This design comes from an exercise in tuning for a short achievable clock period and few clock cycles on the open sky130 flow, not from production work.
Function was checked by simulation only, so behaviour that the tests miss may differ from the original.
Power and IR drop assume default switching activity.

Setup of run B:
## RISCV_TOP
module RISCV_TOP(RST ,CLK, imem_addr, imem_rdata, dmem_addr, dmem_wdata, dmem_we, dmem_rdata);
input RST ,CLK;
output [31:0] imem_addr;
input  [31:0] imem_rdata;
output [31:0] dmem_addr;
output [31:0] dmem_wdata;
output        dmem_we;
input  [31:0] dmem_rdata;
integer i;
reg  [31:0] pc_f;             
reg  [31:0] ir_x, pc_x;       
reg         v_x;              
reg         hz_x;             
reg  [31:0] a_x, b_x;         
reg         f1_x, f2_x;       
reg  [31:1] wd_x, ldd_x;      
reg         jal_x, jalr_x, st_x, ld_x;
reg  [31:0] timm_x;           
reg         b_eq, b_ne, b_lt, b_ge, b_ltu, b_geu;    
reg         r_add, r_addi, r_sub, r_sll, r_slt, r_slti, r_sltu, r_sltiu;
reg         r_xor, r_sr, r_or, r_and, r_lui, r_auipc, r_link;
reg         sh_i, lg_i;       
reg  [31:0] ma_m, wd_m;       
reg         we_m;             
reg  [31:1] ld_m;             
reg  [31:1] wr_w;             
reg  [31:0] res_w;            
reg  [31:0] res_rf;           
reg  [31:0] rf [1:31];        
assign imem_addr  = pc_f;
assign dmem_addr  = ma_m;
assign dmem_wdata = wd_m;
assign dmem_we    = we_m;
reg [31:0] rf_nx [1:31];
always @(*) begin
	for (i = 1; i < 32; i = i + 1) begin
		if (wr_w[i])
			rf_nx[i] = res_rf;
		else if (ld_m[i])
			rf_nx[i] = dmem_rdata;
		else
			rf_nx[i] = rf[i];
	end
end
genvar gi;
generate
	for (gi = 1; gi < 32; gi = gi + 1) begin : g_rf
		always @(posedge CLK) begin
			rf[gi] <= rf_nx[gi];
		end
	end
endgenerate
wire [31:0] fi   = imem_rdata;
wire [6:0]  f_op = fi[6:0];
wire [2:0]  f_f3 = fi[14:12];
wire f_lui   = (f_op == 7'b0110111);
wire f_auipc = (f_op == 7'b0010111);
wire f_jal   = (f_op == 7'b1101111);
wire f_jalr  = (f_op == 7'b1100111);
wire f_br    = (f_op == 7'b1100011);
wire f_ld    = (f_op == 7'b0000011);
wire f_st    = (f_op == 7'b0100011);
wire f_opi   = (f_op == 7'b0010011);
wire f_opr   = (f_op == 7'b0110011);
wire f_alu   = f_opi | f_opr;
wire f_use1  = f_jalr | f_br | f_ld | f_st | f_alu;
wire f_use2  = f_opr | f_br | f_st;
  ...
For scale: roughly 1500 flip-flops, roughly 160 I/O pins, about 0.087 sq mm of cells after synthesis.
export LEC_CHECK = 0
export CAP_MARGIN = 40
export CELL_PAD_IN_SITES_DETAIL_PLACEMENT = 1
export CELL_PAD_IN_SITES_GLOBAL_PLACEMENT = 1
export CORE_MARGIN = 2
export CORE_UTILIZATION = 40
export GPL_ROUTABILITY_DRIVEN = 1
export PLACE_DENSITY = 0.5
export SLEW_MARGIN = 40
create_clock -name core_clock -period 15.0 [get_ports {CLK}]
standard.sh (not shown) runs the stock make flow with config.mk's settings and CLKGATE_MAP_FILE= SYNTH_SCRIPT=/design/flow/synth_recipe.tcl, a recipe that flattens the netlist after the stock synthesis.
==> flow/flow/run.sh <==
#!/bin/bash
# Standard ORFS layout with two changes to how it is made:
#  - the timing repair steps (floorplan, CTS and global route) aim for a setup
#    slack well above zero, so the design is optimised for a shorter clock
#    period than the constraint's;
#  - the port buffers are buf_4 cells instead of the delay buffer that
#    buffer_ports picks by default (every port still gets its buffer).
# The SDC and every other setting are the standard flow's own. Each step logs to its own
# file here; ORFS's own logs are under orfs/logs.
set -euo pipefail
export SETUP_SLACK_MARGIN=${SETUP_SLACK_MARGIN:-10.9}
export BUFFER_PORTS_ARGS="-buffer_cell sky130_fd_sc_hd__buf_4"
bash standard.sh synth      > synth.log 2>&1
bash standard.sh floorplan  > floorplan.log 2>&1
bash standard.sh place      > place.log 2>&1
bash standard.sh cts        > cts.log 2>&1
bash standard.sh route      > route.log 2>&1
bash standard.sh finish     > finish.log 2>&1
test -f out/final.def
Testbench counts of run B, summed over its fixed seeds: cycles 54,783.
Relative to run B, the following input files were edited for run E:
-- flow/flow/run.sh --
<<< run B, line 10
set -euo pipefail
export SETUP_SLACK_MARGIN=${SETUP_SLACK_MARGIN:-10.9}
export BUFFER_PORTS_ARGS="-buffer_cell sky130_fd_sc_hd__buf_4"
>>> run E, line 10
set -euo pipefail
export SETUP_SLACK_MARGIN=${SETUP_SLACK_MARGIN:-10.6}
export BUFFER_PORTS_ARGS="-buffer_cell sky130_fd_sc_hd__buf_4"
## What came out
- Run B → run E: worst hold slack held, met2 global-route usage fell by 2.8 points, total power decreased about 3.6%.

-- what the ideal ports hide --
How much do the figures lean on ideal ports? The routed layouts below were timed once more, with nothing changed but the port constraints.
Step 1: set_driving_cell puts a clkbuf_16 on CLK and a buf_2 on each other input, an assumption about the parent block.
Step 2 moves the port delays by t, midway between the first and last clock arrival at a register: inputs arrive t later, outputs are due t later. That takes back most of the time a late clock gives input paths.
a / b / c = ideal ports / drivers / drivers and shift; a / b = the first two.
| run | t, ns | slack for setup (ns) | slew at the worst register clock pin (ns) | worst slew at a driven data input, ns | pins driven straight from the clock port |
|---|---|---|---|---|---|
| run B | 0.962 | 10.506 / 10.388 / 9.427 | 0.07 / 0.07 | 0.33 | 1 |
| run E | 0.948 | 10.491 / 10.441 / 9.571 | 0.07 / 0.07 | 0.28 | 1 |
After both steps setup and hold are still met in every run listed. For run B, which loses most, drivers alone change the setup slack by -0.118 ns; drivers and shift together by -1.079 ns.
